Context: an optimization exercise on an open-source flow, tuned for small area, a short achievable clock period and few clock cycles per item. The choices shown serve that exercise and are no tape-out recipe.
Where RTL was checked, it was by simulation tests only, not by an equivalence proof against the original.

==> flow/design.v (excerpt) <==
module tea (
   input        clk,
   input        rstb,
   input [15:0] delta,
   input [ 2:0] round,
   input [63:0] key,
   input        enc_write,
   input [31:0] enc_wdata,
  output        enc_valid,
  output [31:0] enc_rdata,
   input        dec_write,
   input [31:0] dec_wdata,
  output        dec_valid,
  output [31:0] dec_rdata
);
reg        g;
reg [31:0] kreg;
always @(negedge rstb or posedge clk) begin
  if (~rstb) g <= 1'b0;
  else       g <= ~g;
end
always @(posedge clk) begin
  kreg <= g ? key[31:0] : key[63:32];
end
tinyenc #(
  .SHL(4),
  .SHR(5)
)
u_enc (
  .delta(delta),
  .round(round),
  .kh(kreg),
  .g(g),
  .valid(enc_valid),
  .rdata(enc_rdata),
  .wdata(enc_wdata),
  .write(enc_write),
  .clk(clk), .rstb(rstb)
);
tinydec #(
  .SHL(4),
  .SHR(5)
)
u_dec (
  .delta(delta),
  .round(round),
  .kh(kreg),
  .g(g),
  .valid(dec_valid),
  .rdata(dec_rdata),
  .wdata(dec_wdata),
  .write(dec_write),
  .clk(clk), .rstb(rstb)
);
endmodule
export LEC_CHECK = 0
export ABC_AREA = 1
export CAP_MARGIN = 20
export CORE_MARGIN = 2
export CORE_UTILIZATION = 55
export CTS_BUF_LIST = sky130_fd_sc_hd__clkbuf_8
export PLACE_DENSITY = 0.7
export SLEW_MARGIN = 20
create_clock -name core_clock -period 11.0 [get_ports {clk}]
standard.sh (not shown) runs the stock make flow with config.mk's settings and CLKGATE_MAP_FILE= SYNTH_SCRIPT=/design/flow/synth_recipe.tcl, a recipe that flattens the netlist after the stock synthesis.
==> flow/flow/run.sh <==
#!/bin/bash
# Standard ORFS layout, with the port buffers made of buf_1 cells instead of
# the larger, slower cell buffer_ports picks by default.
set -o pipefail
export BUFFER_PORTS_ARGS="-buffer_cell sky130_fd_sc_hd__buf_1"
export SETUP_SLACK_MARGIN=7.2
bash standard.sh > standard.log 2>&1
The first run completed without violations.
Testbench counts at the start, summed over its fixed seeds: cycles 85,704, items 2,560.
Change:
--- a/flow/flow/run.sh
+++ b/flow/flow/run.sh
@@ -5,3 +5,3 @@
 export BUFFER_PORTS_ARGS="-buffer_cell sky130_fd_sc_hd__buf_1"
-export SETUP_SLACK_MARGIN=7.2
+export SETUP_SLACK_MARGIN=7.0
 bash standard.sh > standard.log 2>&1
Settings changed: CORE_UTILIZATION 55 to 40, CTS_BUF_LIST sky130_fd_sc_hd__clkbuf_8 to not set, PLACE_DENSITY 0.7 to not set.
=>
- cell area hardly moves
- synthesized cell count is unchanged
- worst setup slack gains 0.0061 ns
- register-to-register slack is about the same
- via count is lower by 2.2%
Change:
--- a/flow/flow/run.sh
+++ b/flow/flow/run.sh
@@ -5,3 +5,3 @@
 export BUFFER_PORTS_ARGS="-buffer_cell sky130_fd_sc_hd__buf_1"
-export SETUP_SLACK_MARGIN=7.0
+export SETUP_SLACK_MARGIN=6.9
 bash standard.sh > standard.log 2>&1
Settings changed: ABC_AREA 1 to not set.
After rerunning: The new run ran to the end with no violations; cell count decreases by 20%; register-to-register slack is worse by 0.55 ns; critical path depth increases by 2; routed wire length decreases by 11%; non-clock buffer count increases by 19; synthesized area decreases by 5.3%; setup slack is worse by 0.55 ns; design area decreases by 1.2%; clock-buffer cell count increases by 2.
Change:
--- a/flow/flow/run.sh
+++ b/flow/flow/run.sh
@@ -5,3 +5,3 @@
 export BUFFER_PORTS_ARGS="-buffer_cell sky130_fd_sc_hd__buf_1"
-export SETUP_SLACK_MARGIN=6.9
+export SETUP_SLACK_MARGIN=6.5
 bash standard.sh > standard.log 2>&1
What happened: The new run finished with timing, DRC and antenna clean. Cell area fell by 3.3%. Worst setup slack is worse by 0.098 ns. Maximum frequency decreases by 2.2%.


oak:
tea, a different RTL version from the one above (not shown whole).
Size in the first run: ~1,300 cells after synthesis, ~150 flip-flops, ~0.013 sq mm of cells after synthesis.
export LEC_CHECK = 0
export CAP_MARGIN = 20
export CORE_MARGIN = 2
export CORE_UTILIZATION = 65
export CTS_BUF_LIST = sky130_fd_sc_hd__clkbuf_8
export CTS_CLUSTER_SIZE = 30
export PLACE_DENSITY = 0.75
export SLEW_MARGIN = 20
create_clock -name core_clock -period 11.0 [get_ports {clk}]
==> flow/flow/run.sh <==
#!/bin/bash
# Standard ORFS layout, with the port buffers made of buf_1 cells instead of
# the larger, slower cell buffer_ports picks by default.
set -o pipefail
export BUFFER_PORTS_ARGS="-buffer_cell sky130_fd_sc_hd__buf_1"
bash standard.sh > standard.log 2>&1
Both conditions hold for oak: the flow ran to the end and the final layout passed the timing, DRC and antenna checks.
Input-level comparison between pine and oak:
-- flow/flow/run.sh --
<<< oak, line 4
set -o pipefail
export BUFFER_PORTS_ARGS="-buffer_cell sky130_fd_sc_hd__buf_1"
bash standard.sh > standard.log 2>&1
>>> pine, line 4
set -o pipefail
export BUFFER_PORTS_ARGS="-buffer_cell sky130_fd_sc_hd__buf_1"
export SETUP_SLACK_MARGIN=7.0
bash standard.sh > standard.log 2>&1
==> flow/config.mk <==
export PLATFORM = sky130hd
export DESIGN_NAME = tea
export DESIGN_NICKNAME = tea
export VERILOG_FILES = /design/flow/design.v
export SDC_FILE = /design/flow/constraint.sdc
export NUM_CORES = 4
export LEC_CHECK = 0
export ABC_AREA = 1
export CAP_MARGIN = 20
export CORE_MARGIN = 2
export CORE_UTILIZATION = 40
export SLEW_MARGIN = 20
--- outcome ---
- pine vs oak, number of cells on the critical path went down by 1.
- Looking at largest family of logic cells by synthesized area, the simple AND/OR/NAND/NOR gates result is from pine; the compound AO/OA/AOI/OAI gates one comes from oak.
- The final reports for pine and oak show total routed wire length on the met1 layer higher in the former.
- The lower horizontal die dimension of oak and pine is in oak.
Here is what was changed in the inputs of birch compared with pine.
==> flow/flow/run.sh <==
#!/bin/bash
# Standard ORFS layout, with the port buffers made of buf_1 cells instead of
# the larger, slower cell buffer_ports picks by default.
set -o pipefail
export BUFFER_PORTS_ARGS="-buffer_cell sky130_fd_sc_hd__buf_1"
export SETUP_SLACK_MARGIN=6.9
bash standard.sh > standard.log 2>&1
-- flow/config.mk --
<<< pine, line 6
export NUM_CORES = 4
export LEC_CHECK = 0
export ABC_AREA = 1
export CAP_MARGIN = 20
export CORE_MARGIN = 2
>>> birch, line 6
export NUM_CORES = 4
export LEC_CHECK = 0
export CAP_MARGIN = 20
export CORE_MARGIN = 2
==> comparison <==
- birch vs. pine: mapped cell area -about 6.5%; utilization grew by 3.6 points; final cell count went down.
- Number of cells in the design after placement (higher): pine
- Route | birch vs pine | wire shorter in birch
- Worst setup slack after layout on birch is down relative to pine.
Input changes introduced in maple (baseline for comparison: birch):
==> flow/flow/run.sh <==
#!/bin/bash
# Standard ORFS layout, with the port buffers made of buf_1 cells instead of
# the larger, slower cell buffer_ports picks by default.
set -o pipefail
export BUFFER_PORTS_ARGS="-buffer_cell sky130_fd_sc_hd__buf_1"
bash standard.sh > standard.log 2>&1
[summary]
maple ends up with lower met2 routing resource usage after global routing than birch does.
birch and maple ended up with roughly the same flip-flop and latch count.
Comparing maple and birch, the higher area added between synthesis and finish was measured on birch.
Diff birch -> maple | final area | decrease of about 6%
maple and birch ended up with nearly the same final clock skew.
Taking birch as the reference point, the clock buffer and inverter area fraction after layout of maple rises by 0.44 points.
Of the two values seen for slowest stage cell on the critical path, sky130_fd_sc_hd__or4_1 was produced by maple and sky130_fd_sc_hd__edfxtp_1 by birch.
Relative to birch, the global-route usage over all layers of maple is lower by 0.49 points.
Changes in cedar relative to maple:
-- flow/flow/run.sh --
<<< maple, line 4
set -o pipefail
export BUFFER_PORTS_ARGS="-buffer_cell sky130_fd_sc_hd__buf_1"
bash standard.sh > standard.log 2>&1
>>> cedar, line 4
set -o pipefail
export BUFFER_PORTS_ARGS="-buffer_cell sky130_fd_sc_hd__buf_1"
export SETUP_SLACK_MARGIN=7.5
bash standard.sh > standard.log 2>&1
--- outcome ---
Global router's overall resource usage: cedar vs maple up 1.6 points
Cmp cedar and maple / area added between synthesis and finish / higher: cedar
Worst clock skew: cedar > maple
Taking maple as the reference point, the sequential share of layout area of cedar falls by 2.9 points.
Against maple, total of clock buffers placed in the layout in cedar fell by more than 10%.
In cedar the worst-case headroom to the max-slew limit turned out 5.0 points higher than in maple.
cedar against maple: number of inserted filler cells in the final layout -159, non-clock buffer total of the final layout +about 50%.
Between cedar and maple, post-layout minimum cycle time is higher for maple, cedar comes in under that.
No run of this note included a check of the RTL's function; only the layout flow was run.


tea, a different RTL version from the one above (not shown whole).
Size: ~1800 cells after synthesis, ~150 flip-flops, about 0.013 mm² of cells after synthesis.
==> flow/design.v (excerpt) <==
module tea (
   input        clk,
   input        rstb,
   input [15:0] delta,
   input [ 2:0] round,
   input [63:0] key,
   input        enc_write,
   input [31:0] enc_wdata,
  output        enc_valid,
  output [31:0] enc_rdata,
   input        dec_write,
   input [31:0] dec_wdata,
  output        dec_valid,
  output [31:0] dec_rdata
);
clock: 11.0 ns
lec_check: 0
abc_area: 1
cap_margin: 20
core_margin: 2
core_utilization: 40
slew_margin: 20
==> flow/flow/run.sh <==
#!/bin/bash
# Standard ORFS layout, with the port buffers made of buf_1 cells instead of
# the larger, slower cell buffer_ports picks by default.
set -o pipefail
export BUFFER_PORTS_ARGS="-buffer_cell sky130_fd_sc_hd__buf_1"
export SETUP_SLACK_MARGIN=7.6
bash standard.sh > standard.log 2>&1
The first run passed the timing, DRC and antenna checks.
Testbench counts at the start, summed over its fixed seeds: cycles 85,704, items 2,560.
Rerun with:
--- a/flow/flow/run.sh
+++ b/flow/flow/run.sh
@@ -4,4 +4,4 @@
 set -o pipefail
 export BUFFER_PORTS_ARGS="-buffer_cell sky130_fd_sc_hd__buf_1"
-export SETUP_SLACK_MARGIN=7.6
+export SETUP_SLACK_MARGIN=7.2
 bash standard.sh > standard.log 2>&1
CTS_BUF_LIST = sky130_fd_sc_hd__clkbuf_8   (was not set)
The changed run passed the timing, DRC and antenna checks.
Synthesized area does not change.
Die area does not change.
Non-clock buffer count is lower by 78.
Rerun with:
--- a/flow/flow/run.sh
+++ b/flow/flow/run.sh
@@ -4,4 +4,4 @@
 set -o pipefail
 export BUFFER_PORTS_ARGS="-buffer_cell sky130_fd_sc_hd__buf_1"
-export SETUP_SLACK_MARGIN=7.2
+export SETUP_SLACK_MARGIN=7.3
 bash standard.sh > standard.log 2>&1
CORE_UTILIZATION = 55   (was 40)
PLACE_DENSITY = 0.7   (was not set)
Outcome: The new run ran to the end with no violations. Wire length fell by 3.8%. Design area rose by 1.8%. Worst hold slack gains 0.042 ns. Maximum frequency rose by 2.3%. First-iteration DRC count rose by 21%. Utilization rose by 18 points.
Rerun with:
CORE_UTILIZATION = 40   (was 55)
PLACE_DENSITY = not set   (was 0.7)
Result:
- The changed run finished clean
- synthesized area is unchanged
- flip-flop and latch count does not change
- worst setup slack improved by 0.021 ns
- non-clock buffer count goes down by 4
- register-to-register slack is about the same
- critical path depth stays the same
- first-iteration DRC count goes up by 7.8%
- routed wire length goes up by 5.6%
- hold slack got worse by 0.031 ns
Rerun with:
--- a/flow/flow/run.sh
+++ b/flow/flow/run.sh
@@ -4,4 +4,4 @@
 set -o pipefail
 export BUFFER_PORTS_ARGS="-buffer_cell sky130_fd_sc_hd__buf_1"
-export SETUP_SLACK_MARGIN=7.3
+export SETUP_SLACK_MARGIN=7.45
 bash standard.sh > standard.log 2>&1
The changed run ran to the end with no violations. Critical path depth increases by 15. Worst setup slack got worse by 0.0064 ns. Die area stays the same. Synthesized cell count stays the same. Count of clock-buffer cells in the layout went down by 1. Via count barely changes.

-- port drivers added, routing unchanged --
No port has a modelled driver above. Below, the same layouts with a new extraction and two added sets of constraints. Step 1: set_driving_cell puts a clkbuf_16 on clk and a buf_2 on each other input, an assumption about the parent block. Step 2, shift: input delay + t, output delay - t, t = (earliest + latest rising clock arrival at the registers) / 2. This alone moves slack from input paths to output paths. a / b / c = no drivers / after step 1 / after step 2; a / b = the first two.
| run | t, ns | setup slack, ns | cell pins on the clock port's net |
|---|---|---|---|
| the first run of note 1 | 0.526 | 7.107 / 7.107 / 6.798 | 1 |
| the second run of note 1 | 0.479 | 7.113 / 7.113 / 6.677 | 1 |
| the third run of note 1 | 0.489 | 6.565 / 6.565 / 6.489 | 1 |
| the fourth run of note 1 | 0.472 | 6.467 / 6.467 / 6.278 | 1 |
| oak | 0.502 | 5.656 / 5.656 / 5.656 | 1 |
| pine | 0.500 | 7.209 / 7.199 / 6.730 | 1 |
| birch | 0.487 | 6.838 / 6.838 / 6.369 | 1 |
| maple | 0.492 | 6.245 / 6.245 / 5.845 | 1 |
| cedar | 0.490 | 6.867 / 6.867 / 6.379 | 1 |
| the first run of note 3 | 0.507 | 7.436 / 7.407 / 7.119 | 1 |
| the second run of note 3 | 0.540 | 7.297 / 7.250 / 6.869 | 1 |
| the third run of note 3 | 0.524 | 7.381 / 7.335 / 6.912 | 1 |
| the fourth run of note 3 | 0.552 | 7.402 / 7.351 / 6.917 | 1 |
| the fifth run of note 3 | 0.546 | 7.396 / 7.392 / 6.942 | 1 |
After both steps setup and hold are still met in every run listed. For cedar, which loses most, drivers alone change the setup slack by 0.000 ns; drivers and shift together by -0.488 ns.
